What follows belongs to an exercise in optimizing a design on an open flow for small area; a production flow would make more cautious choices. The RTL was checked by simulation tests, not by an equivalence proof against the original design.

[flow/flow/abc_area.script]
strash
&get -n
&st
&dch
&nf -R 1000
&put
topo
[flow/config.mk]
export PLATFORM = sky130hd
export DESIGN_NAME = sine_wave_wrapper
export DESIGN_NICKNAME = sine_wave_wrapper
export VERILOG_FILES = /design/flow/design.v
export SDC_FILE = /design/flow/constraint.sdc
export NUM_CORES = 4
export LEC_CHECK = 0
export CAP_MARGIN = 20
export CORE_MARGIN = 2
export CORE_UTILIZATION = 40
export SLEW_MARGIN = 20
[flow/standard.sh]
#!/bin/bash
# synth_recipe.tcl (not shown) runs the flow's synth.tcl, then flattens the netlist and writes it again
# the make line also repeats each setting of config.mk as NAME=value (left out here)
make -C /OpenROAD-flow-scripts/flow DESIGN_CONFIG=/design/flow/config.mk WORK_HOME=/design/flow/orfs CLKGATE_MAP_FILE= SYNTH_SCRIPT=/design/flow/synth_recipe.tcl "${@:-finish}"
[flow/design.v]
module sine_wave_csr(
	input         Clk,
	input         ResetN,
	input         ChipSelect,
	input         Write,
	input         Read,
	input  [1:0]  Address,
	input  [31:0] WriteData,
	input  [9:0]  data_sin,
	output [31:0] ReadData,
	output        run,
	output [7:0]  fcw,
	output        enable_irq,
	output        clear_irq
);
	reg [7:0] data_reg;
	reg [7:0] fcw_reg;
	reg [1:0] control;
	wire wr = ChipSelect & Write;
	wire rd = ChipSelect & Read;
	assign enable_irq = control[1];
	assign run        = control[0];
	assign fcw        = fcw_reg;
	assign clear_irq  = wr & (Address == 2'd2);
	assign ReadData   = {24'h0, data_reg};
	always @(posedge Clk or negedge ResetN)
		if (~ResetN)
			fcw_reg <= 8'h0;
		else if (wr & (Address == 2'd0))
			fcw_reg <= WriteData[7:0];
	always @(posedge Clk or negedge ResetN)
		if (~ResetN)
			control <= 2'h0;
		else if (wr & (Address == 2'd1))
			control <= WriteData[1:0];
	always @(posedge Clk or negedge ResetN)
		if (~ResetN)
			data_reg <= 8'h0;
		else if (rd)
			case (Address)
				2'd0: data_reg <= fcw_reg;
				2'd1: data_reg <= {6'h0, control};
				2'd2: data_reg <= 8'h0;
				2'd3: data_reg <= data_sin[7:0];
			endcase
endmodule
module clk_divider(
	input  Clk,
	input  ResetN,
	input  run,
	input  enable_irq,
	input  clear_irq,
	output tick,
	output irq
);
	reg [4:0] lf;
	reg       tg;
	reg       flag;
	wire zero = ~(lf[3] | lf[1] | lf[0]);    
	wire go   = run & ~zero;                  
	always @(posedge Clk or negedge ResetN)
		if (~ResetN)
			lf <= 5'b00010;
		else if (go)
			lf <= {lf[3:0], lf[4] ^ lf[1]};
		else
			lf <= 5'b00010;
	always @(posedge Clk or negedge ResetN)
		if (~ResetN)
			tg <= 1'b0;
		else
			tg <= run & (tg ^ zero);
	always @(posedge Clk or negedge ResetN)
		if (~ResetN)
			flag <= 1'b0;
		else if (clear_irq)
			flag <= 1'b0;
		else if (zero)
			flag <= 1'b1;
	assign tick = run & zero & ~tg;
	assign irq  = flag & enable_irq;
endmodule
module phase_accumulator(
	input            clk,
	input            en,
	input            rst_n,
	input      [7:0] fcw,
	output reg [9:0] phase
);
	wire [9:0] b = {2'b00, fcw & {8{en}}};
	wire [10:0] c;
	wire [9:0] s;
	assign c[0] = 1'b0;
	genvar i;
	generate
		for (i = 0; i < 10; i = i + 1) begin : rca
			assign s[i]   = phase[i] ^ b[i] ^ c[i];
			assign c[i+1] = (phase[i] & b[i]) | (c[i] & (phase[i] ^ b[i]));
		end
	endgenerate
	always @(posedge clk or negedge rst_n)
		if (!rst_n)
			phase <= 10'd0;
		else
			phase <= s;
endmodule
module phase_to_amplitude_converter(
	input  [9:0] phase,
	output [9:0] data_sin
);
	wire [7:0] d;
	assign data_sin = {2'b00, d};
wire new_n19, new_n20, new_n21, new_n22, new_n23, new_n24, new_n25,
    new_n26, new_n27, new_n28, new_n29, new_n30, new_n31, new_n32, new_n33,
    new_n34, new_n35, new_n36, new_n37, new_n38, new_n39, new_n40, new_n41,
    new_n42, new_n43, new_n44, new_n45, new_n46, new_n47, new_n48, new_n49,
    new_n50, new_n51, new_n52, new_n53, new_n54, new_n55, new_n56, new_n57,
    new_n58, new_n59, new_n60, new_n61, new_n62, new_n63, new_n64, new_n65,
    new_n66, new_n67, new_n68, new_n69, new_n70, new_n71, new_n72, new_n73,
    new_n74, new_n75, new_n76, new_n77, new_n78, new_n79, new_n80, new_n81,
    new_n82, new_n83, new_n84, new_n85, new_n86, new_n87, new_n88, new_n89,
    new_n90, new_n91, new_n92, new_n94, new_n95, new_n96, new_n97, new_n98,
    new_n99, new_n100, new_n101, new_n102, new_n103, new_n104, new_n105,
    new_n106, new_n107, new_n108, new_n109, new_n110, new_n111, new_n112,
    new_n113, new_n114, new_n115, new_n116, new_n117, new_n118, new_n119,
    new_n120, new_n121, new_n122, new_n123, new_n124, new_n125, new_n126,
    new_n127, new_n128, new_n129, new_n130, new_n131, new_n132, new_n133,
    new_n134, new_n135, new_n136, new_n137, new_n139, new_n140, new_n141,
    new_n142, new_n143, new_n144, new_n145, new_n146, new_n147, new_n148,
    new_n149, new_n150, new_n151, new_n152, new_n153, new_n154, new_n155,
    new_n156, new_n157, new_n158, new_n159, new_n160, new_n161, new_n163,
    new_n164, new_n165, new_n166, new_n167, new_n168, new_n169, new_n170,
    new_n171, new_n172, new_n173, new_n174, new_n175, new_n176, new_n177,
    new_n178, new_n179, new_n180, new_n181, new_n182, new_n183, new_n184,
    new_n185, new_n186, new_n187, new_n188, new_n189, new_n190, new_n191,
    new_n192, new_n193, new_n194, new_n195, new_n196, new_n197, new_n198,
    new_n199, new_n200, new_n201, new_n202, new_n203, new_n204, new_n205,
    new_n206, new_n207, new_n208, new_n209, new_n210, new_n211, new_n212,
    new_n213, new_n214, new_n215, new_n216, new_n217, new_n218, new_n219,
    new_n220, new_n221, new_n222, new_n223, new_n224, new_n225, new_n226,
    new_n227, new_n228, new_n229, new_n230, new_n231, new_n232, new_n233,
    new_n234, new_n235, new_n236, new_n237, new_n238, new_n239, new_n240,
    new_n241, new_n242, new_n243, new_n244, new_n245, new_n246, new_n247,
    new_n248, new_n249, new_n250, new_n251, new_n252, new_n253, new_n254,
    new_n255, new_n256, new_n257, new_n258, new_n259, new_n260, new_n261,
    new_n262, new_n263, new_n264, new_n265, new_n266, new_n268, new_n269,
    new_n270, new_n271, new_n272, new_n273, new_n274, new_n275, new_n276,
    new_n277, new_n278, new_n279, new_n280, new_n281, new_n282, new_n283,
    new_n284, new_n285, new_n286, new_n287, new_n288, new_n289, new_n290,
    new_n291, new_n292, new_n293, new_n294, new_n295, new_n296, new_n297,
    new_n298, new_n299, new_n300, new_n301, new_n302, new_n303, new_n304,
    new_n305, new_n306, new_n307, new_n308, new_n309, new_n310, new_n311,
    new_n312, new_n313, new_n314, new_n315, new_n316, new_n317, new_n318,
    new_n319, new_n320, new_n321, new_n322, new_n323, new_n324, new_n325,
    new_n327, new_n328, new_n329, new_n330, new_n331, new_n332, new_n333,
    new_n334, new_n335, new_n336, new_n337, new_n338, new_n339, new_n340,
    new_n341, new_n343, new_n344, new_n345, new_n346, new_n347, new_n348,
    new_n349, new_n350, new_n351, new_n352, new_n353, new_n354, new_n355,
    new_n356, new_n357, new_n358, new_n359, new_n361, new_n362, new_n363;
  assign new_n19 = phase[6] & phase[5];
  assign new_n20 = ~phase[1] & ~phase[0];
  assign new_n21 = ~phase[2] & new_n20;
  assign new_n22 = phase[3] & ~new_n21;
  assign new_n23 = ~new_n19 & ~new_n22;
  assign new_n24 = phase[7] & ~phase[4];
  assign new_n25 = ~phase[3] & ~phase[2];
  assign new_n26 = new_n24 & new_n25;
  assign new_n27 = phase[6] & ~phase[4];
  assign new_n28 = ~phase[9] & new_n27;
  assign new_n29 = ~new_n26 & new_n28;
  assign new_n30 = new_n23 & new_n29;
  assign new_n31 = phase[3] & phase[2];
  assign new_n32 = ~phase[1] & ~new_n31;
  assign new_n33 = phase[8] & ~phase[5];
  assign new_n34 = new_n32 & new_n33;
  assign new_n35 = ~phase[7] & phase[6];
  assign new_n36 = phase[7] & ~phase[6];
  assign new_n37 = ~new_n35 & ~new_n36;
  assign new_n38 = ~new_n20 & new_n37;
  assign new_n39 = ~new_n34 & new_n38;
  assign new_n40 = ~phase[8] & phase[5];
  assign new_n41 = ~phase[3] & ~new_n40;
  assign new_n42 = ~new_n39 & new_n41;
  assign new_n43 = ~phase[9] & phase[5];
  assign new_n44 = new_n37 & new_n43;
  assign new_n45 = phase[4] & ~new_n25;
  assign new_n46 = ~phase[6] & new_n45;
  assign new_n47 = new_n44 & new_n46;
  assign new_n48 = ~new_n42 & new_n47;
  assign new_n49 = ~new_n30 & ~new_n48;
  assign new_n50 = ~phase[9] & ~new_n19;
  assign new_n51 = new_n26 & new_n50;
  assign new_n52 = ~phase[8] & ~phase[5];
  assign new_n53 = phase[9] & new_n52;
  assign new_n54 = phase[1] & phase[0];
  assign new_n55 = ~new_n53 & new_n54;
  assign new_n56 = ~new_n51 & new_n55;
  assign new_n57 = new_n25 & ~new_n56;
  assign new_n58 = ~new_n20 & new_n31;
  assign new_n59 = ~phase[6] & ~new_n58;
  assign new_n60 = ~phase[7] & phase[4];
  assign new_n61 = phase[9] & ~new_n52;
  assign new_n62 = new_n60 & new_n61;
  assign new_n63 = new_n59 & new_n62;
  assign new_n64 = ~new_n57 & new_n63;
  assign new_n65 = ~phase[8] & ~new_n24;
  assign new_n66 = ~phase[9] & ~phase[5];
  assign new_n67 = ~new_n36 & new_n66;
  assign new_n68 = ~new_n65 & new_n67;
  assign new_n69 = new_n41 & new_n68;
  assign new_n70 = ~new_n39 & new_n69;
  assign new_n71 = ~new_n45 & new_n68;
  assign new_n72 = ~new_n70 & ~new_n71;
  assign new_n73 = ~new_n64 & new_n72;
  assign new_n74 = new_n49 & new_n73;
  assign new_n75 = ~new_n57 & new_n60;
  assign new_n76 = new_n61 & new_n75;
  assign new_n77 = ~phase[4] & ~new_n58;
  assign new_n78 = ~phase[5] & new_n27;
  assign new_n79 = new_n77 & new_n78;
  assign new_n80 = new_n37 & ~new_n79;
  assign new_n81 = ~phase[8] & ~phase[7];
  assign new_n82 = phase[8] & phase[7];
  assign new_n83 = ~new_n81 & ~new_n82;
  assign new_n84 = new_n80 & ~new_n83;
  assign new_n85 = ~new_n76 & new_n84;
  assign new_n86 = new_n74 & new_n85;
  assign new_n87 = ~phase[6] & ~phase[5];
  assign new_n88 = phase[3] & ~new_n32;
  assign new_n89 = new_n65 & ~new_n88;
  assign new_n90 = ~phase[4] & new_n89;
  assign new_n91 = new_n87 & new_n90;
  assign new_n92 = ~phase[9] & ~new_n91;
  assign d[7] = ~new_n86 & new_n92;
  assign new_n94 = ~phase[5] & new_n74;
  assign new_n95 = new_n77 & ~new_n82;
  assign new_n96 = ~phase[9] & phase[6];
  assign new_n97 = new_n95 & new_n96;
  assign new_n98 = ~new_n57 & new_n97;
  assign new_n99 = ~phase[3] & ~phase[0];
  assign new_n100 = ~new_n19 & new_n99;
  assign new_n101 = phase[2] & phase[1];
  assign new_n102 = ~phase[3] & ~new_n101;
  assign new_n103 = ~new_n100 & ~new_n102;
  assign new_n104 = phase[9] & ~new_n24;
  assign new_n105 = new_n103 & new_n104;
  assign new_n106 = new_n19 & new_n45;
  assign new_n107 = new_n53 & new_n101;
  assign new_n108 = ~new_n106 & ~new_n107;
  assign new_n109 = ~new_n105 & new_n108;
  assign new_n110 = ~new_n98 & new_n109;
  assign new_n111 = ~phase[4] & new_n110;
  assign new_n112 = ~new_n40 & ~new_n43;
  assign new_n113 = ~phase[2] & new_n112;
  assign new_n114 = ~new_n56 & new_n113;
  assign new_n115 = new_n88 & ~new_n114;
  assign new_n116 = ~phase[7] & ~new_n19;
  assign new_n117 = ~new_n40 & ~new_n116;
  assign new_n118 = ~new_n115 & new_n117;
  assign new_n119 = new_n111 & new_n118;
  assign new_n120 = ~new_n94 & new_n119;
  assign new_n121 = ~new_n19 & ~new_n87;
  assign new_n122 = ~phase[9] & ~new_n121;
  assign new_n123 = ~new_n120 & new_n122;
  assign new_n124 = ~phase[9] & new_n83;
  assign new_n125 = ~new_n123 & ~new_n124;
  assign new_n126 = ~new_n86 & new_n125;
  assign new_n127 = ~new_n95 & new_n121;
  assign new_n128 = phase[7] & ~new_n42;
  assign new_n129 = ~new_n110 & new_n128;
  assign new_n130 = new_n127 & new_n129;
  assign new_n131 = ~d[7] & new_n130;
  assign new_n132 = ~new_n23 & new_n129;
  assign new_n133 = ~new_n131 & ~new_n132;
  assign new_n134 = new_n80 & new_n83;
  assign new_n135 = ~new_n30 & ~new_n134;
  assign new_n136 = ~new_n86 & new_n135;
  assign new_n137 = new_n133 & new_n136;
  assign d[6] = ~new_n126 & ~new_n137;
  assign new_n139 = ~phase[9] & new_n86;
  assign new_n140 = ~new_n91 & ~new_n139;
  assign new_n141 = ~phase[9] & ~new_n83;
  assign new_n142 = ~new_n120 & ~new_n121;
  assign new_n143 = new_n141 & ~new_n142;
  assign new_n144 = phase[6] & new_n65;
  assign new_n145 = new_n42 & ~new_n56;
  assign new_n146 = new_n45 & ~new_n145;
  assign new_n147 = ~new_n144 & ~new_n146;
  assign new_n148 = new_n141 & ~new_n147;
  assign new_n149 = ~new_n75 & new_n148;
  assign new_n150 = new_n88 & new_n106;
  assign new_n151 = phase[9] & new_n35;
  assign new_n152 = new_n150 & new_n151;
  assign new_n153 = new_n49 & ~new_n152;
  assign new_n154 = phase[9] & new_n83;
  assign new_n155 = phase[9] & new_n26;
  assign new_n156 = new_n87 & new_n155;
  assign new_n157 = ~new_n154 & ~new_n156;
  assign new_n158 = new_n153 & new_n157;
  assign new_n159 = ~new_n149 & new_n158;
  assign new_n160 = ~new_n143 & new_n159;
  assign new_n161 = ~d[6] & new_n160;
  assign d[5] = ~new_n140 | new_n161;
  assign new_n163 = ~phase[8] & ~phase[4];
  assign new_n164 = phase[3] & new_n163;
  assign new_n165 = phase[5] & ~new_n164;
  assign new_n166 = ~phase[7] & ~new_n165;
  assign new_n167 = ~new_n75 & new_n166;
  assign new_n168 = new_n58 & new_n81;
  assign new_n169 = new_n107 & new_n168;
  assign new_n170 = ~new_n167 & ~new_n169;
  assign new_n171 = new_n74 & new_n170;
  assign new_n172 = ~new_n44 & new_n171;
  assign new_n173 = new_n140 & new_n172;
  assign new_n174 = ~new_n161 & new_n173;
  assign new_n175 = phase[6] & new_n115;
  assign new_n176 = ~phase[5] & ~new_n175;
  assign new_n177 = new_n20 & new_n25;
  assign new_n178 = new_n176 & ~new_n177;
  assign new_n179 = ~new_n37 & new_n65;
  assign new_n180 = new_n178 & new_n179;
  assign new_n181 = ~new_n82 & ~new_n180;
  assign new_n182 = new_n31 & new_n56;
  assign new_n183 = ~phase[5] & ~new_n182;
  assign new_n184 = ~new_n167 & new_n183;
  assign new_n185 = phase[9] & new_n184;
  assign new_n186 = new_n181 & new_n185;
  assign new_n187 = ~new_n174 & new_n186;
  assign new_n188 = ~phase[5] & ~new_n178;
  assign new_n189 = ~new_n187 & new_n188;
  assign new_n190 = new_n24 & ~new_n101;
  assign new_n191 = phase[9] & ~new_n190;
  assign new_n192 = new_n117 & new_n191;
  assign new_n193 = ~new_n77 & new_n192;
  assign new_n194 = new_n74 & ~new_n193;
  assign new_n195 = ~d[7] & new_n127;
  assign new_n196 = ~new_n37 & ~new_n149;
  assign new_n197 = new_n195 & new_n196;
  assign new_n198 = new_n194 & new_n197;
  assign new_n199 = ~new_n189 & new_n198;
  assign new_n200 = new_n87 & new_n115;
  assign new_n201 = new_n23 & ~new_n195;
  assign new_n202 = ~new_n200 & ~new_n201;
  assign new_n203 = new_n48 & ~new_n182;
  assign new_n204 = new_n40 & new_n50;
  assign new_n205 = ~new_n203 & new_n204;
  assign new_n206 = new_n202 & new_n205;
  assign new_n207 = phase[9] & ~phase[5];
  assign new_n208 = new_n37 & new_n207;
  assign new_n209 = ~new_n90 & new_n208;
  assign new_n210 = d[5] & new_n209;
  assign new_n211 = ~new_n206 & ~new_n210;
  assign new_n212 = ~new_n199 & new_n211;
  assign new_n213 = phase[6] & ~new_n81;
  assign new_n214 = ~new_n75 & new_n213;
  assign new_n215 = new_n196 & ~new_n214;
  assign new_n216 = new_n212 & new_n215;
  assign new_n217 = ~new_n94 & new_n117;
  assign new_n218 = new_n111 & ~new_n115;
  assign new_n219 = ~new_n217 & ~new_n218;
  assign new_n220 = phase[6] & ~new_n120;
  assign new_n221 = ~new_n219 & new_n220;
  assign new_n222 = new_n147 & new_n221;
  assign new_n223 = ~new_n148 & ~new_n222;
  assign new_n224 = ~new_n143 & ~new_n144;
  assign new_n225 = new_n223 & new_n224;
  assign new_n226 = new_n181 & new_n225;
  assign new_n227 = ~new_n174 & new_n226;
  assign new_n228 = new_n133 & new_n135;
  assign new_n229 = new_n61 & ~new_n228;
  assign new_n230 = ~phase[1] & new_n51;
  assign new_n231 = ~new_n178 & new_n230;
  assign new_n232 = new_n35 & new_n45;
  assign new_n233 = new_n168 & new_n232;
  assign new_n234 = new_n42 & new_n155;
  assign new_n235 = ~new_n233 & ~new_n234;
  assign new_n236 = ~new_n231 & new_n235;
  assign new_n237 = ~new_n229 & new_n236;
  assign new_n238 = ~new_n227 & new_n237;
  assign new_n239 = phase[5] & ~phase[4];
  assign new_n240 = new_n238 & new_n239;
  assign new_n241 = ~new_n142 & ~d[5];
  assign new_n242 = ~new_n240 & new_n241;
  assign new_n243 = ~new_n216 & new_n242;
  assign new_n244 = ~phase[3] & new_n35;
  assign new_n245 = new_n65 & new_n244;
  assign new_n246 = new_n77 & new_n245;
  assign new_n247 = ~new_n105 & new_n246;
  assign new_n248 = ~phase[3] & ~new_n82;
  assign new_n249 = ~new_n56 & new_n248;
  assign new_n250 = phase[4] & new_n52;
  assign new_n251 = new_n249 & ~new_n250;
  assign new_n252 = phase[7] & new_n106;
  assign new_n253 = ~phase[9] & new_n252;
  assign new_n254 = ~new_n251 & new_n253;
  assign new_n255 = ~new_n247 & ~new_n254;
  assign new_n256 = ~phase[6] & ~new_n40;
  assign new_n257 = ~new_n82 & new_n256;
  assign new_n258 = ~new_n221 & ~new_n257;
  assign new_n259 = new_n196 & new_n258;
  assign new_n260 = new_n255 & ~new_n259;
  assign new_n261 = new_n238 & new_n260;
  assign new_n262 = ~new_n44 & ~d[5];
  assign new_n263 = new_n142 & ~new_n262;
  assign new_n264 = ~new_n261 & new_n263;
  assign new_n265 = ~new_n134 & ~new_n264;
  assign new_n266 = ~new_n199 & new_n265;
  assign d[4] = ~new_n243 & new_n266;
  assign new_n268 = new_n117 & ~new_n252;
  assign new_n269 = ~new_n251 & new_n268;
  assign new_n270 = ~new_n238 & new_n269;
  assign new_n271 = new_n24 & new_n50;
  assign new_n272 = ~new_n52 & new_n271;
  assign new_n273 = ~new_n200 & new_n272;
  assign new_n274 = new_n40 & new_n102;
  assign new_n275 = new_n271 & new_n274;
  assign new_n276 = phase[9] & new_n247;
  assign new_n277 = ~new_n275 & ~new_n276;
  assign new_n278 = new_n31 & new_n50;
  assign new_n279 = new_n117 & new_n278;
  assign new_n280 = new_n277 & ~new_n279;
  assign new_n281 = new_n273 & new_n280;
  assign new_n282 = ~new_n270 & new_n281;
  assign new_n283 = ~phase[6] & new_n155;
  assign new_n284 = new_n57 & new_n283;
  assign new_n285 = new_n153 & ~new_n284;
  assign new_n286 = ~new_n187 & new_n285;
  assign new_n287 = new_n181 & new_n184;
  assign new_n288 = ~new_n225 & new_n287;
  assign new_n289 = ~new_n174 & new_n288;
  assign new_n290 = phase[4] & ~new_n19;
  assign new_n291 = ~new_n133 & new_n290;
  assign new_n292 = new_n255 & ~new_n291;
  assign new_n293 = ~new_n289 & new_n292;
  assign new_n294 = new_n286 & new_n293;
  assign new_n295 = ~phase[6] & ~new_n72;
  assign new_n296 = new_n235 & ~new_n295;
  assign new_n297 = ~new_n152 & new_n296;
  assign new_n298 = ~new_n91 & new_n297;
  assign new_n299 = new_n294 & new_n298;
  assign new_n300 = ~new_n282 & new_n299;
  assign new_n301 = ~new_n37 & ~new_n206;
  assign new_n302 = ~new_n210 & new_n301;
  assign new_n303 = ~new_n199 & new_n302;
  assign new_n304 = ~phase[9] & ~new_n95;
  assign new_n305 = new_n222 & new_n304;
  assign new_n306 = ~new_n45 & new_n256;
  assign new_n307 = phase[9] & new_n306;
  assign new_n308 = ~new_n19 & ~new_n307;
  assign new_n309 = new_n202 & new_n308;
  assign new_n310 = ~new_n305 & new_n309;
  assign new_n311 = ~new_n161 & new_n310;
  assign new_n312 = ~new_n303 & new_n311;
  assign new_n313 = new_n300 & ~new_n312;
  assign new_n314 = ~new_n270 & new_n277;
  assign new_n315 = ~new_n279 & new_n314;
  assign new_n316 = new_n313 & new_n315;
  assign new_n317 = ~new_n134 & ~new_n238;
  assign new_n318 = new_n316 & new_n317;
  assign new_n319 = ~new_n282 & new_n297;
  assign new_n320 = new_n117 & ~new_n251;
  assign new_n321 = ~new_n238 & new_n320;
  assign new_n322 = new_n255 & ~new_n321;
  assign new_n323 = new_n212 & new_n322;
  assign new_n324 = new_n319 & new_n323;
  assign new_n325 = ~new_n149 & new_n324;
  assign d[3] = new_n318 | ~new_n325;
  assign new_n327 = ~phase[4] & new_n144;
  assign new_n328 = ~new_n35 & ~new_n52;
  assign new_n329 = ~phase[9] & ~new_n328;
  assign new_n330 = ~new_n61 & ~new_n329;
  assign new_n331 = ~new_n327 & ~new_n330;
  assign new_n332 = new_n223 & new_n331;
  assign new_n333 = new_n194 & new_n332;
  assign new_n334 = new_n323 & new_n333;
  assign new_n335 = new_n316 & new_n334;
  assign new_n336 = new_n297 & ~new_n305;
  assign new_n337 = new_n294 & new_n336;
  assign new_n338 = ~new_n282 & new_n337;
  assign new_n339 = ~phase[4] & new_n19;
  assign new_n340 = new_n154 & new_n339;
  assign new_n341 = new_n338 & ~new_n340;
  assign d[2] = ~new_n335 & new_n341;
  assign new_n343 = ~new_n231 & new_n258;
  assign new_n344 = ~new_n227 & new_n343;
  assign new_n345 = new_n338 & new_n344;
  assign new_n346 = new_n174 & ~new_n345;
  assign new_n347 = new_n165 & new_n224;
  assign new_n348 = new_n74 & new_n347;
  assign new_n349 = ~new_n229 & ~new_n348;
  assign new_n350 = ~new_n216 & new_n349;
  assign new_n351 = new_n313 & new_n350;
  assign new_n352 = ~new_n346 & ~new_n351;
  assign new_n353 = ~new_n35 & ~new_n89;
  assign new_n354 = new_n347 & new_n353;
  assign new_n355 = phase[5] & new_n37;
  assign new_n356 = new_n219 & new_n355;
  assign new_n357 = new_n133 & new_n356;
  assign new_n358 = new_n286 & ~new_n357;
  assign new_n359 = ~new_n261 & new_n358;
  assign d[0] = ~new_n314 | ~new_n359;
  assign new_n361 = ~new_n216 & ~d[0];
  assign new_n362 = new_n354 & new_n361;
  assign new_n363 = ~new_n203 & ~new_n362;
  assign d[1] = ~new_n352 | ~new_n363;
endmodule
module sine_wave_generator(
	input        clk,
	input        en,
	input        rst_n,
	input  [7:0] fcw,
	output [9:0] phase,
	output [9:0] data_sin
);
	phase_accumulator            accumulator_inst (clk, en, rst_n, fcw, phase);
	phase_to_amplitude_converter converter_inst   (phase, data_sin);
endmodule
module sine_wave_wrapper(
	input         Clk,
	input         ResetN,
	input         ChipSelect,
	input         Write,
	input         Read,
	input  [1:0]  Address,
	input  [31:0] WriteData,
	output [31:0] ReadData,
	output [9:0]  oData_sin,
	output        irq
);
	wire       run, tick, enable_irq, clear_irq;
	wire [7:0] fcw;
	wire [9:0] phase;
	sine_wave_csr CSR(
		.Clk(Clk), .ResetN(ResetN),
		.ChipSelect(ChipSelect), .Write(Write), .Read(Read),
		.Address(Address), .WriteData(WriteData), .ReadData(ReadData),
		.data_sin(oData_sin), .run(run), .fcw(fcw),
		.enable_irq(enable_irq), .clear_irq(clear_irq));
	clk_divider clk_div(
		.Clk(Clk), .ResetN(ResetN), .run(run),
		.enable_irq(enable_irq), .clear_irq(clear_irq),
		.tick(tick), .irq(irq));
	sine_wave_generator sine_gen(
		.clk(Clk), .en(tick), .rst_n(ResetN), .fcw(fcw),
		.phase(phase), .data_sin(oData_sin));
endmodule
[flow/constraint.sdc]
create_clock -name core_clock -period 10.0 [get_ports {Clk}]
set_input_delay 2.0000 -clock core_clock [delete_from_list [all_inputs] [get_ports {Clk}]]
set_output_delay 2.0000 -clock core_clock [all_outputs]
set_load 0.01 [all_outputs]
[flow/flow/run.sh]
#!/bin/bash
# Layout flow: the standard flow (standard.sh) with these changes.
#  * Synthesis runs the standard flow's synthesis script unchanged, but ABC maps the logic
#    with an area-oriented script (flow/abc_area.script).
#    Half adders are kept out of synthesis (ha_1 is barred there), so Yosys
#    extracts only full adders (the phase accumulator's ripple chain) and ABC
#    maps everything else.
#    Registers are mapped by the same dfflibmap step as in the standard flow.
#  * Layout settings passed to standard.sh below:
#    - the buffers synthesis leaves are removed at floorplan
#      (REMOVE_ABC_BUFFERS) and constant outputs share one tie cell
#      (SKIP_REPAIR_TIE_FANOUT);
#    - global placement is not timing-driven, and timing repair keeps a
#      0.3 ns setup margin (SETUP_SLACK_MARGIN);
#    - clock tree synthesis inserts no dummy loads;
#    - every port is buffered, with sky130_fd_sc_hd__buf_1.
# Each step's output goes to a log file of its own in this folder; ORFS's own
# per-step logs are under orfs/logs.
set -euo pipefail
W=$PWD
rm -rf "$W/scripts_area"
cp -r "$FLOW_HOME/scripts" "$W/scripts_area"
cp "$W/flow/abc_area.script" "$W/scripts_area/abc_area.script"
bash standard.sh SCRIPTS_DIR="$W/scripts_area" ABC_AREA=1 ADDER_MAP_FILE=$FLOW_HOME/platforms/sky130hd/cells_adders_hd.v "DONT_USE_CELLS=sky130_fd_sc_hd__probe_p_8 sky130_fd_sc_hd__probec_p_8 sky130_fd_sc_hd__lpflow_bleeder_1 sky130_fd_sc_hd__lpflow_clkbufkapwr_1 sky130_fd_sc_hd__lpflow_clkbufkapwr_16 sky130_fd_sc_hd__lpflow_clkbufkapwr_2 sky130_fd_sc_hd__lpflow_clkbufkapwr_4 sky130_fd_sc_hd__lpflow_clkbufkapwr_8 sky130_fd_sc_hd__lpflow_clkinvkapwr_1 sky130_fd_sc_hd__lpflow_clkinvkapwr_16 sky130_fd_sc_hd__lpflow_clkinvkapwr_2 sky130_fd_sc_hd__lpflow_clkinvkapwr_4 sky130_fd_sc_hd__lpflow_clkinvkapwr_8 sky130_fd_sc_hd__lpflow_decapkapwr_12 sky130_fd_sc_hd__lpflow_decapkapwr_3 sky130_fd_sc_hd__lpflow_decapkapwr_4 sky130_fd_sc_hd__lpflow_decapkapwr_6 sky130_fd_sc_hd__lpflow_decapkapwr_8 sky130_fd_sc_hd__lpflow_inputiso0n_1 sky130_fd_sc_hd__lpflow_inputiso0p_1 sky130_fd_sc_hd__lpflow_inputiso1n_1 sky130_fd_sc_hd__lpflow_inputiso1p_1 sky130_fd_sc_hd__lpflow_inputisolatch_1 sky130_fd_sc_hd__lpflow_isobufsrc_1 sky130_fd_sc_hd__lpflow_isobufsrc_16 sky130_fd_sc_hd__lpflow_isobufsrc_2 sky130_fd_sc_hd__lpflow_isobufsrc_4 sky130_fd_sc_hd__lpflow_isobufsrc_8 sky130_fd_sc_hd__lpflow_isobufsrckapwr_16 sky130_fd_sc_hd__lpflow_lsbuf_lh_hl_isowell_tap_1 sky130_fd_sc_hd__lpflow_lsbuf_lh_hl_isowell_tap_2 sky130_fd_sc_hd__lpflow_lsbuf_lh_hl_isowell_tap_4 sky130_fd_sc_hd__lpflow_lsbuf_lh_isowell_4 sky130_fd_sc_hd__lpflow_lsbuf_lh_isowell_tap_1 sky130_fd_sc_hd__lpflow_lsbuf_lh_isowell_tap_2 sky130_fd_sc_hd__lpflow_lsbuf_lh_isowell_tap_4 sky130_fd_sc_hd__ha_1" synth > "$W/synth.log" 2>&1
bash standard.sh \
  REMOVE_ABC_BUFFERS=1 SKIP_REPAIR_TIE_FANOUT=1 SLEW_MARGIN=0 CAP_MARGIN=0 GPL_TIMING_DRIVEN=0 SETUP_SLACK_MARGIN=0.3 "CTS_ARGS=-sink_clustering_enable -repair_clock_nets -dont_use_dummy_load -buf_list sky130_fd_sc_hd__clkbuf_2 sky130_fd_sc_hd__clkbuf_4 sky130_fd_sc_hd__clkbuf_8" \
  "BUFFER_PORTS_ARGS=-buffer_cell sky130_fd_sc_hd__buf_1" \
  finish > "$W/layout.log" 2>&1
==> results of run 1 <==
[worst min-delay path by stage]
stage | slack (ns) | cells after the start | startpoint | endpoint
2_1_floorplan | 0.46 | 1 | clk_div.tg | clk_div.tg
3_3_place_gp | 0.46 | 1 | clk_div.lf[2] | clk_div.lf[3]
3_5_place_dp | 0.48 | 1 | clk_div.lf[2] | clk_div.lf[3]
[cells by family after synthesis]
group / count (synthesis)
AND/OR/NAND/NOR: 175
AO/OA/AOI/OAI: 74
multiplexers: 10
XOR/XNOR: 6
buffers and inverters: 34
adder cells (fa/ha/maj): 7
flip-flops: 35
other: 1
[metrics by stage]
stage	hold slack [ns]	area [sq um]	utilization (%)
floorplan	0.459	2600	-
global placement	0.464	2840	41.8
detailed placement	0.478	2840	41.8
==> metrics.cfg, run 1 <==
[logic_synthesis]
synth_fa_ha_area_share_pct = 5.01
synth_xor_area_share_pct = 1.88
synth_edf_count = 0
synth_top_area_share_pct = 30.4
yosys_warnings = 3
syn_area_per_cell_sq_um = 8.18
syn_area_sq_um = 2800
yosysTopAreaCell = dfrtp_1
ys_ff_latch = 35
ys_top_cells_by_count = nand2_1 (45), nor2_1 (43), dfrtp_1 (34), buf_4 (26), and2_0 (17)
synthTopCellsByArea = dfrtp_1 (30%), buf_4 (7.0%), nand2_1 (6.0%), nor2_1 (5.8%), fa_1 (5.0%)
synthSimpleGateAreaFrac_pct = 30.8
synth_ff_type = dfrtp_1
synth_mux_area_share_pct = 4.03
netlist_instances = 342
netlist-cell-type-count = 50
synth_top_family_by_area = simple AND/OR/NAND/NOR gates
synth-compound-area-share_pct = 18.7
synth-async-reset-ratio_pct = 100
synth_most_common_cell = nand2_1
seq_area_frac_synth_pct = 31.4

[run_status]
tool.error = [ERROR STA-0564] clock_tree_synthesis positional arguments not supported.
status = aborted with a tool error
haltStage = clock tree synthesis (4_1_cts)

[floorplan]
start_util_pct = 41.2
core.rowCount = 30
fp.dieH_microns = 87.6
io_pins = 82
dieWidth_microns = 87.6

[place]
hpwlAfterDp_mm = 6.28
dp.cells = 443
pre_cts_ws_ns = 1.76
gp_congestion = 1.00
io_buffers = 31

==> inputs of run 2 (changes only) <==
--- a/flow/flow/run.sh
+++ b/flow/flow/run.sh
@@ -24,5 +24,5 @@
 bash standard.sh SCRIPTS_DIR="$W/scripts_area" ABC_AREA=1 ADDER_MAP_FILE=$FLOW_HOME/platforms/sky130hd/cells_adders_hd.v "DONT_USE_CELLS=sky130_fd_sc_hd__probe_p_8 sky130_fd_sc_hd__probec_p_8 sky130_fd_sc_hd__lpflow_bleeder_1 sky130_fd_sc_hd__lpflow_clkbufkapwr_1 sky130_fd_sc_hd__lpflow_clkbufkapwr_16 sky130_fd_sc_hd__lpflow_clkbufkapwr_2 sky130_fd_sc_hd__lpflow_clkbufkapwr_4 sky130_fd_sc_hd__lpflow_clkbufkapwr_8 sky130_fd_sc_hd__lpflow_clkinvkapwr_1 sky130_fd_sc_hd__lpflow_clkinvkapwr_16 sky130_fd_sc_hd__lpflow_clkinvkapwr_2 sky130_fd_sc_hd__lpflow_clkinvkapwr_4 sky130_fd_sc_hd__lpflow_clkinvkapwr_8 sky130_fd_sc_hd__lpflow_decapkapwr_12 sky130_fd_sc_hd__lpflow_decapkapwr_3 sky130_fd_sc_hd__lpflow_decapkapwr_4 sky130_fd_sc_hd__lpflow_decapkapwr_6 sky130_fd_sc_hd__lpflow_decapkapwr_8 sky130_fd_sc_hd__lpflow_inputiso0n_1 sky130_fd_sc_hd__lpflow_inputiso0p_1 sky130_fd_sc_hd__lpflow_inputiso1n_1 sky130_fd_sc_hd__lpflow_inputiso1p_1 sky130_fd_sc_hd__lpflow_inputisolatch_1 sky130_fd_sc_hd__lpflow_isobufsrc_1 sky130_fd_sc_hd__lpflow_isobufsrc_16 sky130_fd_sc_hd__lpflow_isobufsrc_2 sky130_fd_sc_hd__lpflow_isobufsrc_4 sky130_fd_sc_hd__lpflow_isobufsrc_8 sky130_fd_sc_hd__lpflow_isobufsrckapwr_16 sky130_fd_sc_hd__lpflow_lsbuf_lh_hl_isowell_tap_1 sky130_fd_sc_hd__lpflow_lsbuf_lh_hl_isowell_tap_2 sky130_fd_sc_hd__lpflow_lsbuf_lh_hl_isowell_tap_4 sky130_fd_sc_hd__lpflow_lsbuf_lh_isowell_4 sky130_fd_sc_hd__lpflow_lsbuf_lh_isowell_tap_1 sky130_fd_sc_hd__lpflow_lsbuf_lh_isowell_tap_2 sky130_fd_sc_hd__lpflow_lsbuf_lh_isowell_tap_4 sky130_fd_sc_hd__ha_1" synth > "$W/synth.log" 2>&1
 bash standard.sh \
-  REMOVE_ABC_BUFFERS=1 SKIP_REPAIR_TIE_FANOUT=1 SLEW_MARGIN=0 CAP_MARGIN=0 GPL_TIMING_DRIVEN=0 SETUP_SLACK_MARGIN=0.3 "CTS_ARGS=-sink_clustering_enable -repair_clock_nets -dont_use_dummy_load -buf_list sky130_fd_sc_hd__clkbuf_2 sky130_fd_sc_hd__clkbuf_4 sky130_fd_sc_hd__clkbuf_8" \
+  REMOVE_ABC_BUFFERS=1 SKIP_REPAIR_TIE_FANOUT=1 SLEW_MARGIN=0 CAP_MARGIN=0 GPL_TIMING_DRIVEN=0 SETUP_SLACK_MARGIN=0.3 "CTS_ARGS=-repair_clock_nets -dont_use_dummy_load" \
   "BUFFER_PORTS_ARGS=-buffer_cell sky130_fd_sc_hd__buf_1" \
   finish > "$W/layout.log" 2>&1
==> run 2 against run 1 <==
Compared with the run above:
- the run now finishes clean
- synthesized cell count is the same
- area after synthesis is the same
==> metrics.cfg, run 2 <==
[run_status]
status = complete, no violations

[logic_synthesis]
syn_area_per_cell_sq_um = 8.18
ys_top_cells_by_count = nand2_1 (45), nor2_1 (43), dfrtp_1 (34), buf_4 (26), and2_0 (17)
yosys_warnings = 3
synth_ff_type = dfrtp_1
synthTopCellsByArea = dfrtp_1 (30%), buf_4 (7.0%), nand2_1 (6.0%), nor2_1 (5.8%), fa_1 (5.0%)
syn_area_sq_um = 2800
netlist_instances = 342
seq_area_frac_synth_pct = 31.4
yosysTopAreaCell = dfrtp_1
ys_ff_latch = 35
synth_most_common_cell = nand2_1
synth_top_area_share_pct = 30.4
synth-async-reset-ratio_pct = 100
synth_edf_count = 0
netlist-cell-type-count = 50

[cts]
cts_hold_buf = 0
cts-root-buf = clkbuf_8
cts_tree = yes
cts_max_level = 2
cts_made_buffers = 5
clock_path_buffers = 2
clock_latency_ns = 0.29
post_cts_buffers = 0
cts_resized = 0
clk_pin_slew_ns = 0.07
cts_sinks = 35

[critical_path]
worst_r2r_endpoint = CSR.data_reg[4]
crit_end = oData_sin[4]
startpoint = sine_gen.accumulator_inst.phase[9]
crit_type = register to output port
cp-end-kind = output port
rr_startpoint = sine_gen.accumulator_inst.phase[9]
crit_path_cell_trace = clkinv_1 > o2111ai_1 > nand2_1 > a311o_1 > nor2_1 > or4_1 > o21ai_0 > a221oi_1 > or4_1 > nand3_1 > and3_1 > o311ai_0 > o311ai_0 > or3_1 > a41oi_1 > buf_1
timing.critical_path.arrival_ns = 6.91
required_ns = 8.00
cp-start-kind = register
cp.depth = 16
crit_fanout = 20
rrSetupSlack_ns = 3.24
critical_path_buf_inv_count = 2
critPathTopFamily = compound AO/OA/AOI/OAI gates
crit_slowest_cell = dfrtp_1
r2r_cells = 17
cpPeakStageDelay_ns = 0.83

[global_routing]
grt_max_degree = 36
grt_overflow_total = 0
grt_pass1_vias = 2569
grtUsageTotal_pct = 22.6
antenna_found_initial = 0
grt_pass1_wl_mm = 13.5

[place]
hpwlAfterDp_mm = 6.28
io_buffers = 31
gp_congestion = 1.00

[cells_and_area]
multi_input_comb_area_sq_um = 1700
syn2layout_area_growth_pct = 3.98
drive_above_1_share_pct = 1.99
fill_cells = 697
largest_reg_flops = 10
final_nets = 400
antennaDiodeCount = 0
final_common_cell = nand2_1
seq_area_sq_um = 877
post-route-util_pct = 42.8
final_cell_mix = nand2_1 (45), nor2_1 (43), dfrtp_1 (34)

[timing]
rsz0062_at_grt = false
setup_tns_ns = 0
period_minus_slack_ns = 8.91
setup_viol = 0
hold_viol_final = 0
fin_crit_sh_pct = 89.1
worst_slew_pin_slew_ns = 1.13
maxSlewHeadroom_pct = 24.1
skew_ns = 0.0206
slew_viol_final = 0
max_freq_ghz = 0.112

[floorplan]
core.rowCount = 30
start_util_pct = 41.2
dieWidth_microns = 87.6
core_area_sq_um = 6790
fp.dieH_microns = 87.6
io_pins = 82
dieArea_sq_um = 7680

[drt]
wl_per_cell_microns = 18.8
drt_wl_total_mm = 8.42
vias_per_cell = 6.22
detail-route-antenna-nets = 0
remaining_drc_errors = 0
firstDrtPassIters = 7
vias = 2785
drtIter0Drc = 470

[worst_hold_path]
min_path_type = register to register

[flow_run]
maxCapViolCount = 0

## run 2: worst min-delay path by stage
stage / startpoint / endpoint / slack [ns] / cells past startpoint
finish: clk_div.lf[2] / clk_div.lf[3] / 0.48 / 1
global route: clk_div.lf[2] / clk_div.lf[3] / 0.51 / 1
CTS: clk_div.lf[2] / clk_div.lf[3] / 0.48 / 1
detailed placement: clk_div.lf[2] / clk_div.lf[3] / 0.48 / 1
global placement: clk_div.lf[2] / clk_div.lf[3] / 0.46 / 1
floorplan: clk_div.tg / clk_div.tg / 0.46 / 1
## run 2: worst reg2reg max path, delay by kind of cell, from the launching register on
kind,cells,cell delay [ns]
compound gates,8,3.53
buf+inv,1,0.54
flops,1,0.83
simple gates,8,1.76
## run 2: routing by layer
metal,global-route usage (%),wire length [microns],vias to the layer above
li1,-,-,1266
met1,32.2,3600,1275
met2,32.3,3490,201
met3,5.18,944,43
met4,11.0,387,0
met5,0,0,-
## run 2: cells by family (layout without fill, tap and decap cells)
group,after synthesis,count (layout),share of synthesized area (%)
AOI/OAI and AO/OA,74,74,18.7
adders and majority gates,7,7,5.01
xor gates and xnor gates,6,6,1.88
muxes,10,10,4.03
DFF,35,35,31.4
other,1,1,0.134
and+or+nand+nor,175,175,30.8
buffers and inverters,34,44,8.05
## run 2: through the flow
stage	cells	hold WS (ns)	cell area [sq um]	worst slack, ns
floorplan	316	0.459	2600	3.18
global placement	443	0.464	2840	1.51
detailed placement	443	0.478	2840	1.76
CTS	448	0.485	2910	1.43
global route	448	0.508	2910	0.695
finish	448	0.484	2910	1.09
## run 2: area by class of cell
type / instances / share of cell area [%]
inverter: 8 / 1.03
tap: 96 / 4.13
clock buffer: 5 / 2.37
sequential: 35 / 30.2
timing repair buffer: 31 / 4.04
multi-input combinational: 273 / 58.3
==> inputs of run 3 (changes only) <==
--- a/flow/flow/run.sh
+++ b/flow/flow/run.sh
@@ -24,5 +24,5 @@
 bash standard.sh SCRIPTS_DIR="$W/scripts_area" ABC_AREA=1 ADDER_MAP_FILE=$FLOW_HOME/platforms/sky130hd/cells_adders_hd.v "DONT_USE_CELLS=sky130_fd_sc_hd__probe_p_8 sky130_fd_sc_hd__probec_p_8 sky130_fd_sc_hd__lpflow_bleeder_1 sky130_fd_sc_hd__lpflow_clkbufkapwr_1 sky130_fd_sc_hd__lpflow_clkbufkapwr_16 sky130_fd_sc_hd__lpflow_clkbufkapwr_2 sky130_fd_sc_hd__lpflow_clkbufkapwr_4 sky130_fd_sc_hd__lpflow_clkbufkapwr_8 sky130_fd_sc_hd__lpflow_clkinvkapwr_1 sky130_fd_sc_hd__lpflow_clkinvkapwr_16 sky130_fd_sc_hd__lpflow_clkinvkapwr_2 sky130_fd_sc_hd__lpflow_clkinvkapwr_4 sky130_fd_sc_hd__lpflow_clkinvkapwr_8 sky130_fd_sc_hd__lpflow_decapkapwr_12 sky130_fd_sc_hd__lpflow_decapkapwr_3 sky130_fd_sc_hd__lpflow_decapkapwr_4 sky130_fd_sc_hd__lpflow_decapkapwr_6 sky130_fd_sc_hd__lpflow_decapkapwr_8 sky130_fd_sc_hd__lpflow_inputiso0n_1 sky130_fd_sc_hd__lpflow_inputiso0p_1 sky130_fd_sc_hd__lpflow_inputiso1n_1 sky130_fd_sc_hd__lpflow_inputiso1p_1 sky130_fd_sc_hd__lpflow_inputisolatch_1 sky130_fd_sc_hd__lpflow_isobufsrc_1 sky130_fd_sc_hd__lpflow_isobufsrc_16 sky130_fd_sc_hd__lpflow_isobufsrc_2 sky130_fd_sc_hd__lpflow_isobufsrc_4 sky130_fd_sc_hd__lpflow_isobufsrc_8 sky130_fd_sc_hd__lpflow_isobufsrckapwr_16 sky130_fd_sc_hd__lpflow_lsbuf_lh_hl_isowell_tap_1 sky130_fd_sc_hd__lpflow_lsbuf_lh_hl_isowell_tap_2 sky130_fd_sc_hd__lpflow_lsbuf_lh_hl_isowell_tap_4 sky130_fd_sc_hd__lpflow_lsbuf_lh_isowell_4 sky130_fd_sc_hd__lpflow_lsbuf_lh_isowell_tap_1 sky130_fd_sc_hd__lpflow_lsbuf_lh_isowell_tap_2 sky130_fd_sc_hd__lpflow_lsbuf_lh_isowell_tap_4 sky130_fd_sc_hd__ha_1" synth > "$W/synth.log" 2>&1
 bash standard.sh \
-  REMOVE_ABC_BUFFERS=1 SKIP_REPAIR_TIE_FANOUT=1 SLEW_MARGIN=0 CAP_MARGIN=0 GPL_TIMING_DRIVEN=0 SETUP_SLACK_MARGIN=0.3 "CTS_ARGS=-repair_clock_nets -dont_use_dummy_load" \
+  REMOVE_ABC_BUFFERS=1 SKIP_REPAIR_TIE_FANOUT=1 SLEW_MARGIN=0 CAP_MARGIN=0 GPL_TIMING_DRIVEN=0 SETUP_SLACK_MARGIN=0.3 "CTS_ARGS=-sink_clustering_enable -repair_clock_nets -dont_use_dummy_load" \
   "BUFFER_PORTS_ARGS=-buffer_cell sky130_fd_sc_hd__buf_1" \
   finish > "$W/layout.log" 2>&1
==> run 3 against run 2 <==
Compared with the run above:
- still clean on timing, DRC and antenna
- synthesized cell count is the same
- cell area is the same
- first-iteration DRC count unchanged
- sequential share of layout area unchanged
- die area did not move
- critical path type unchanged
==> metrics.cfg, run 3 <==
[cts]
cts_tree = yes
cts_resized = 0
cts_sinks = 35
clock_latency_ns = 0.29
cts_hold_buf = 0
clk_pin_slew_ns = 0.07
cts_max_level = 2
clock_path_buffers = 2
cts-root-buf = clkbuf_8
post_cts_buffers = 0
cts_made_buffers = 5

[critical_path]
required_ns = 8.00
r2r_cells = 17
startpoint = sine_gen.accumulator_inst.phase[9]
crit_fanout = 20
rr_startpoint = sine_gen.accumulator_inst.phase[9]
rrSetupSlack_ns = 3.24
cp-start-kind = register
crit_type = register to output port
cp-end-kind = output port
worst_r2r_endpoint = CSR.data_reg[4]
timing.critical_path.arrival_ns = 6.91

[logic_synthesis]
ys_ff_latch = 35
synth-async-reset-ratio_pct = 100
syn_area_per_cell_sq_um = 8.18
seq_area_frac_synth_pct = 31.4
synth_edf_count = 0
netlist-cell-type-count = 50
synth_ff_type = dfrtp_1
syn_area_sq_um = 2800
ys_top_cells_by_count = nand2_1 (45), nor2_1 (43), dfrtp_1 (34), buf_4 (26), and2_0 (17)
netlist_instances = 342
synth_most_common_cell = nand2_1
synthTopCellsByArea = dfrtp_1 (30%), buf_4 (7.0%), nand2_1 (6.0%), nor2_1 (5.8%), fa_1 (5.0%)
synth_top_area_share_pct = 30.4
yosys_warnings = 3
yosysTopAreaCell = dfrtp_1

[timing]
setup_tns_ns = 0
worst_slew_pin_slew_ns = 1.13
max_freq_ghz = 0.112
skew_ns = 0.0206
slew_viol_final = 0
fin_crit_sh_pct = 89.1
hold_viol_final = 0
rsz0062_at_grt = false
period_minus_slack_ns = 8.91
maxSlewHeadroom_pct = 24.1
setup_viol = 0
worst_hold_slack_ns = 0.484

[place]
dpl_cell_area_sq_um = 2840
io_buffers = 31
hpwlAfterDp_mm = 6.28
gp_congestion = 1.00
dp.cells = 443

[run_status]
status = complete, no violations

[floorplan]
core.rowCount = 30
io_pins = 82
dieWidth_microns = 87.6
core_area_sq_um = 6790
dieArea_sq_um = 7680
start_util_pct = 41.2
fp.dieH_microns = 87.6

[global_routing]
grt_pass1_wl_mm = 13.5
grtUsageTotal_pct = 22.6
grt_pass1_vias = 2569
grt_max_degree = 36
antenna_found_initial = 0
grt_overflow_total = 0

[drt]
remaining_drc_errors = 0
vias = 2785
detail-route-antenna-nets = 0
drt_wl_total_mm = 8.42
drtIter0Drc = 470
vias_per_cell = 6.22
firstDrtPassIters = 7
wl_per_cell_microns = 18.8

[worst_hold_path]
min_to = clk_div.lf[3]
hold_start = clk_div.lf[2]
min_path_type = register to register
min_path_cells = 1

[cells_and_area]
fin_cells = 448
syn2layout_area_growth_pct = 3.98
final_cell_mix = nand2_1 (45), nor2_1 (43), dfrtp_1 (34)
antennaDiodeCount = 0
final_nets = 400
design_area_sq_um = 2910
drive_above_1_share_pct = 1.99
seq_area_sq_um = 877
largest_reg_flops = 10
fill_cells = 697
final_common_cell = nand2_1
multi_input_comb_area_sq_um = 1700

[flow_run]
maxCapViolCount = 0

run 3: cell counts after synthesis:
No cell type changed its count.
run 3: stage by stage:
step,worst slack [ns],util [%]
floorplan,3.18,-
global placement,1.51,41.8
detailed placement,1.76,41.8
CTS,1.43,42.8
global route,0.695,42.8
finish,1.09,42.8
run 3: per-layer routing:
layer  vias up  track usage [%]  wire (microns)
li1       1266                -               -
met1      1275             32.2            3600
met2       201             32.3            3490
met3        43             5.18             944
met4         0             11.0             387
met5         -                0               0
run 3: worst max path at each step:
stage,endpoint,slack [ns],cells after the start
3_3_place_gp,oData_sin[4],1.51,19
3_5_place_dp,oData_sin[4],1.76,16
4_1_cts,oData_sin[4],1.43,16
2_1_floorplan,oData_sin[1],3.18,18
6_report,oData_sin[4],1.09,16
5_1_grt,oData_sin[4],0.70,16
run 3: area by class of cell:
type / count / share of cell area [%]
timing repair buffer: 31 / 4.04
clock buffer: 5 / 2.37
multi-input combinational: 273 / 58.3
tap: 96 / 4.13
inverter: 8 / 1.03
sequential: 35 / 30.2
run 3: cells by family (layout without fill, tap and decap cells):
family	count (synthesis)	count (layout)	share of synthesized area, %
AO/OA/AOI/OAI	74	74	18.7
XOR/XNOR	6	6	1.88
adder cells (fa/ha/maj)	7	7	5.01
buffers and inverters	34	44	8.05
flip-flops	35	35	31.4
multiplexers	10	10	4.03
other	1	1	0.134
AND/OR/NAND/NOR	175	175	30.8
run 3: worst max-delay path: stages, from the launching register on:
cell	delay, ns
dfrtp_1	0.83
clkinv_1	0.54
o2111ai_1	0.71
nand2_1	0.22
a311o_1	0.47
nor2_1	0.15
or4_1	0.15
o21ai_0	0.28
a221oi_1	0.62
or4_1	0.28
nand3_1	0.17
and3_1	0.23
o311ai_0	0.64
o311ai_0	0.33
or3_1	0.47
a41oi_1	0.31
buf_1	0.19

-- re-timing with driven ports --
No port has a modelled driver above. Below, the same layouts with a new extraction and two added sets of constraints.
Step 1 assumes that a clkbuf_16 drives the clock port and a buf_2 every other input.
Step 2 moves the port delays by t, midway between the first and last clock arrival at a register: inputs arrive t later, outputs are due t later. That takes back most of the time a late clock gives input paths.
a / b / c = ideal / step 1 / step 2; a / b = the first two.
run	t, ns	setup slack, ns	worst slew at a driven data input, ns
run 2	0.308	1.090 / 1.063 / 1.371	0.03
run 3	0.308	1.090 / 1.063 / 1.371	0.03
After both steps setup and hold are still met in every run listed.
